Background: an optimization exercise with open tools, aiming at small area, a short achievable clock period and few clock cycles per item. Do not read the settings as production practice.
Only simulation tests tie the RTL to the original design; equivalence was not proved.
Power and IR drop assume default switching activity.

### flow/design.v
module ntt_16point(
    input wire clk,
    input wire rst,
    input wire start,
    input wire [111:0] data_in,
    output reg done,
    output reg [6:0] result_0,
    output reg [6:0] result_1,
    output reg [6:0] result_2,
    output reg [6:0] result_3,
    output reg [6:0] result_4,
    output reg [6:0] result_5,
    output reg [6:0] result_6,
    output reg [6:0] result_7,
    output reg [6:0] result_8,
    output reg [6:0] result_9,
    output reg [6:0] result_10,
    output reg [6:0] result_11,
    output reg [6:0] result_12,
    output reg [6:0] result_13,
    output reg [6:0] result_14,
    output reg [6:0] result_15
);
    localparam Q = 97;
    wire [6:0] omega [0:15];
    wire [6:0] input_data [0:15];
    reg [6:0] data [0:15];
    reg [3:0] stage;
    reg [4:0] i;
    reg computing;
    reg [3:0] m, k, j;
    reg [6:0] t, u, tw;
    reg [4:0] twiddle_idx;
    assign omega[0] = 1;
    assign omega[1] = 27;
    assign omega[2] = 50;
    assign omega[3] = 41;
    assign omega[4] = 96;
    assign omega[5] = 70;
    assign omega[6] = 47;
    assign omega[7] = 56;
    assign omega[8] = 1;
    assign omega[9] = 27;
    assign omega[10] = 50;
    assign omega[11] = 41;
    assign omega[12] = 96;
    assign omega[13] = 70;
    assign omega[14] = 47;
    assign omega[15] = 56;
    genvar gk;
    generate
        for (gk = 0; gk < 16; gk = gk + 1) begin : g_in
            assign input_data[gk] = data_in[7*gk +: 7];
        end
    endgenerate
    function [6:0] mod_mult;
        input [6:0] a;
        input [6:0] b;
        reg [13:0] temp;
        begin
            temp = a * b;
            mod_mult = temp % Q;
        end
    endfunction
    function [6:0] mod_add;
        input [6:0] a;
        input [6:0] b;
        reg [7:0] temp;
        begin
            temp = a + b;
            if (temp >= Q)
                mod_add = temp - Q;
            else
                mod_add = temp[6:0];
        end
    endfunction
    function [6:0] mod_sub;
        input [6:0] a;
        input [6:0] b;
        reg signed [7:0] temp;
        begin
            temp = a - b;
            if (temp < 0)
                mod_sub = temp + Q;
            else
                mod_sub = temp[6:0];
        end
    endfunction
    function [3:0] bit_reverse;
        input [3:0] idx;
        begin
            bit_reverse = {idx[0], idx[1], idx[2], idx[3]};
        end
    endfunction
    always @(posedge clk) begin
        if (rst) begin
            done <= 0;
            computing <= 0;
            stage <= 0;
            i <= 0;
        end else begin
            if (start && !computing) begin
                data[0] <= input_data[bit_reverse(0)];
                data[1] <= input_data[bit_reverse(1)];
                data[2] <= input_data[bit_reverse(2)];
                data[3] <= input_data[bit_reverse(3)];
                data[4] <= input_data[bit_reverse(4)];
                data[5] <= input_data[bit_reverse(5)];
                data[6] <= input_data[bit_reverse(6)];
                data[7] <= input_data[bit_reverse(7)];
                data[8] <= input_data[bit_reverse(8)];
                data[9] <= input_data[bit_reverse(9)];
                data[10] <= input_data[bit_reverse(10)];
                data[11] <= input_data[bit_reverse(11)];
                data[12] <= input_data[bit_reverse(12)];
                data[13] <= input_data[bit_reverse(13)];
                data[14] <= input_data[bit_reverse(14)];
                data[15] <= input_data[bit_reverse(15)];
                computing <= 1;
                done <= 0;
                stage <= 0;
                i <= 0;
            end else if (computing) begin
                if (stage < 4) begin
                    if (i < 16) begin
                        m = 1 << stage;   
                        k = i >> (stage + 1);   
                        j = i & ((1 << (stage + 1)) - 1);   
                        if (j < m) begin
                            twiddle_idx = (j << (4 - stage - 1)) & 15;
                            tw = omega[twiddle_idx];
                            t = mod_mult(tw, data[i + m]);
                            u = data[i];
                            data[i] <= mod_add(u, t);
                            data[i + m] <= mod_sub(u, t);
                        end
                        i <= i + 1;
                    end else begin
                        i <= 0;
                        stage <= stage + 1;
                    end
                end else begin
                    result_0 <= data[0];
                    result_1 <= data[1];
                    result_2 <= data[2];
                    result_3 <= data[3];
                    result_4 <= data[4];
                    result_5 <= data[5];
                    result_6 <= data[6];
                    result_7 <= data[7];
                    result_8 <= data[8];
                    result_9 <= data[9];
                    result_10 <= data[10];
                    result_11 <= data[11];
                    result_12 <= data[12];
                    result_13 <= data[13];
                    result_14 <= data[14];
                    result_15 <= data[15];
                    done <= 1;
                    computing <= 0;
                end
            end
        end
    end
endmodule
### flow/run.sh
#!/bin/bash
# synth_recipe.tcl (not shown) runs the flow's synth.tcl, then flattens the netlist and writes it again
# the make line also repeats each setting of config.mk as NAME=value (left out here)
make -C /OpenROAD-flow-scripts/flow DESIGN_CONFIG=/design/flow/config.mk WORK_HOME=/design/flow/orfs CLKGATE_MAP_FILE= SYNTH_SCRIPT=/design/flow/synth_recipe.tcl finish
### flow/config.mk
export PLATFORM = sky130hd
export DESIGN_NAME = ntt_16point
export DESIGN_NICKNAME = ntt_16point
export VERILOG_FILES = /design/flow/design.v
export SDC_FILE = /design/flow/constraint.sdc
export NUM_CORES = 4
export LEC_CHECK = 0
export CAP_MARGIN = 20
export CORE_MARGIN = 2
export CORE_UTILIZATION = 40
export SLEW_MARGIN = 20
### flow/constraint.sdc
create_clock -name core_clock -period 16.0 [get_ports {clk}]
set_input_delay 3.2000 -clock core_clock [delete_from_list [all_inputs] [get_ports {clk}]]
set_output_delay 3.2000 -clock core_clock [all_outputs]
set_load 0.01 [all_outputs]
==> summary.txt <==
## worst reg2reg max path: cells and delay by family, from the launching register on
kind	cells	cell delay, ns
adders and majority gates	12	4.15
muxes	3	0.72
AOI/OAI and AO/OA	24	4.93
xor gates and xnor gates	4	0.76
buffers and inverters	9	1.17
DFF	1	0.35
and+or+nand+nor	20	3.12
## cell type report
class / count / share of cell area
clock inverters: 15 / 0.00616
multi-input cells: 1278 / 0.449
clock buffers: 31 / 0.0304
flip-flops and latches: 239 / 0.321
inverters: 53 / 0.00907
well taps: 539 / 0.0307
repair buffers: 359 / 0.154
## state kept, by name, indices dropped and copies added, names as in the netlist, 5 cells and up, named ones only
| name | flops |
|---|---|
| result_10 | 7 |
| result_9 | 7 |
| result_8 | 7 |
| result_7 | 7 |
| result_13 | 7 |
| i | 5 |
| result_6 | 7 |
| result_4 | 7 |
| result_11 | 7 |
| result_2 | 7 |
| result_1 | 7 |
| result_15 | 7 |
| result_0 | 7 |
| result_14 | 7 |
| result_12 | 7 |
| data | 112 |
| result_5 | 7 |
| result_3 | 7 |
## logic make-up (layout without fill, tap and decap cells)
kind of cell | count (synthesis) | in the layout | synth area share
flip-flops | 239 | 239 | 0.415
buffers and inverters | 136 | 458 | 0.0319
adder cells (fa/ha/maj) | 97 | 97 | 0.0837
AO/OA/AOI/OAI | 419 | 419 | 0.167
AND/OR/NAND/NOR | 603 | 603 | 0.166
XOR/XNOR | 63 | 63 | 0.0326
multiplexers | 96 | 96 | 0.104
## metrics by stage
stage	instance area (sq um)	total power, uW	setup WS, ns
after floorplan	16900	1340	0.00214
after global routing	21900	2880	-0.235
final	21900	2820	0.525
after global placement	20500	2110	0.102
after CTS	21300	2700	0.00351
after detailed placement	20500	2120	-0.140
## where the power goes
part	switching (uW)	leakage (uW)	total, uW	internal [uW]
Sequential	20.3	0.00217	726	706
Combinational	970	0.00574	1510	541
Clock	255	0.000386	585	329
Total	1250	0.00829	2820	1580
## layer usage
| metal | part of all wire | up-vias | wire [um] | GRT usage |
|---|---|---|---|---|
| li1 | - | 6820 | - | - |
| met1 | 0.39 | 7369 | 24800 | 0.364 |
| met2 | 0.48 | 798 | 30300 | 0.475 |
| met3 | 0.086 | 145 | 5460 | 0.0500 |
| met4 | 0.044 | 0 | 2800 | 0.104 |
| met5 | 0 | - | 0 | 0 |
## path summary, 6_finish.rpt
check | end | slack, ns | startpoint | cells past startpoint
max | data[1][5] | 0.53 | stage[2] | 72
min | done | 0.45 | done | 2
max reg2reg | data[1][5] | 0.53 | stage[2] | 72
min reg2reg | done | 0.45 | done | 2
## what timing repair did
action | in CTS | in global routing
gates resized for setup | 2 | 99
setup endpoints to repair | 90 | 112
pin swaps | 1 | 36
setup buffers | 2 | 27
hold buffers | 0 | 0
## placed cells by master, fill, tap and decap left out, types with 30 or more instances in the layout
master,instances
nand2_1,247
clkdlybuf4s50_1,227
edfxtp_1,224
buf_4,120
nor2_1,117
o21ai_0,102
nand3_1,66
mux4_2,63
ha_1,60
a21oi_1,58
o211ai_1,52
inv_1,51
a31oi_1,44
xnor2_1,30
==> results.toml <==
[place]
finalWeightedCongestion = 0.938
portBuffers = 227
placed_cells = 2439
hpwl_mm = 48.4

[power]
vdd_drop_max_mv = 0.187
leakagePower_uw = 0.00829
power_density_nw_per_um2 = 129

[final_layout]
multi_input_area_sq_um = 9840
antenna_cells = 0
instances_no_fill = 2514
area_growth_pct = 29.7
fillers = 3774
final_util = 0.524
regArea_sq_um = 7040
nets = 2168
drive_gt1_frac = 0.179

[timing]
relSlewSlack = 0.342
finalSetupViolations = 0
hold_ws_ns = 0.449
min_period_ns = 15.47
slew_viol_final = 0
hold_violations = 0
finalCritPeriodShare = 0.967
setup_tns_ns = 0
clock.fmax_mhz = 64.6
worst_pin_slew_ns = 0.979
clock_skew_ns = 0.0232
rsz0062_at_grt = "yes"

[clocking]
h-tree-depth = 1
path_clk_slew_ns = 0.06
clk-insertion-delay-late_ns = 0.55
cts_tree = "done"
cts.sinks = 239
clockBufferDepth = 3
cts-root-buf = "clkbuf_16"
numCtsBuffers = 25

[route]
totalWireLength_mm = 63.3
drt_pass1_iterations = 6
drc = 0
wl_per_cell_um = 25.2
viasPerCell = 6.02
drtIter0Drc = 1439
vias = 15132
final_antenna_net_count = 0

[synthesis]
yosysMostFrequentCell = "nand2_1"
async_reset_ff_frac = 0
synth_edf_count = 224
synth_area_leader_cell = "edfxtp_1"
ys_ff_latch = 239
synth_ff_type = "edfxtp_1"
ys_types = 92
yosysTopAreaCellShare = 0.398
seq_area_frac_synth = 0.415
synthCells = 1653
yosys_warnings = 1
synth_nets = 1865
synth_common_cells = "248 x nand2_1, 224 x edfxtp_1, 122 x nor2_1, 115 x o21ai_0, 70 x ha_1"
synthesis.area_sq_um = 16900
synth_area_leaders = "edfxtp_1 40%, mux4_2 8.4%, nand2_1 5.5%"
synth_area_per_cell_sq_um = 10.2

[floorplanning]
core-area_sq_um = 41900
rows = 75
start_util = 0.404
die_y_um = 210
ioPinCount = 228
die_w_um = 210
die-area_sq_um = 44000

[worst_setup_path]
startpoint_type = "flip-flop"
crit_arrival_ns = 15.74
crit_type = "reg2reg"
crit_buf_inv = 9
required_ns = 16.26
endpoint_kind = "flip-flop"
crit_path_max_incr_delay_ns = 0.58
cpMaxStageDelayCell = "fa_1"
critPathMaxFanout = 16
crit_family = "compound AO/OA/AOI/OAI gates"

[global_route]
grt_pass1_wl_mm = 92.1
antenna_found_initial = 0
grt_pass1_vias = 14597
grt_max_degree = 64
overflow = 0
grt_usage = 0.282

[min_path]
hold_class = "reg2reg"

[status]
status = "finished clean"

[flow_run]
max_cap_viol_count = 0
Testbench counts, summed over its fixed seeds: cycles 35,840, transforms 512.

## port drivers added, routing unchanged
No port has a modelled driver above. Below, the same layout with a new extraction and two added sets of constraints. Step 1 sets driving cells, clkbuf_16 on the clock port and buf_2 on the other inputs (assumed; they add their load-dependent delay and slew). Step 2, shift: input delay + t, output delay - t, t = (earliest + latest rising clock arrival at the registers) / 2. This alone moves slack from input paths to output paths. Slacks: ideal ports / drivers / drivers and shift; pairs: ideal ports / drivers.
t (ns): 0.592
setup WS [ns]: 0.525 / 0.525 / 0.525
cell pins on the clock port's net: 1
After both steps setup and hold are still met in this run. For this run, drivers alone change the setup slack by 0.000 ns; drivers and shift together by 0.000 ns.
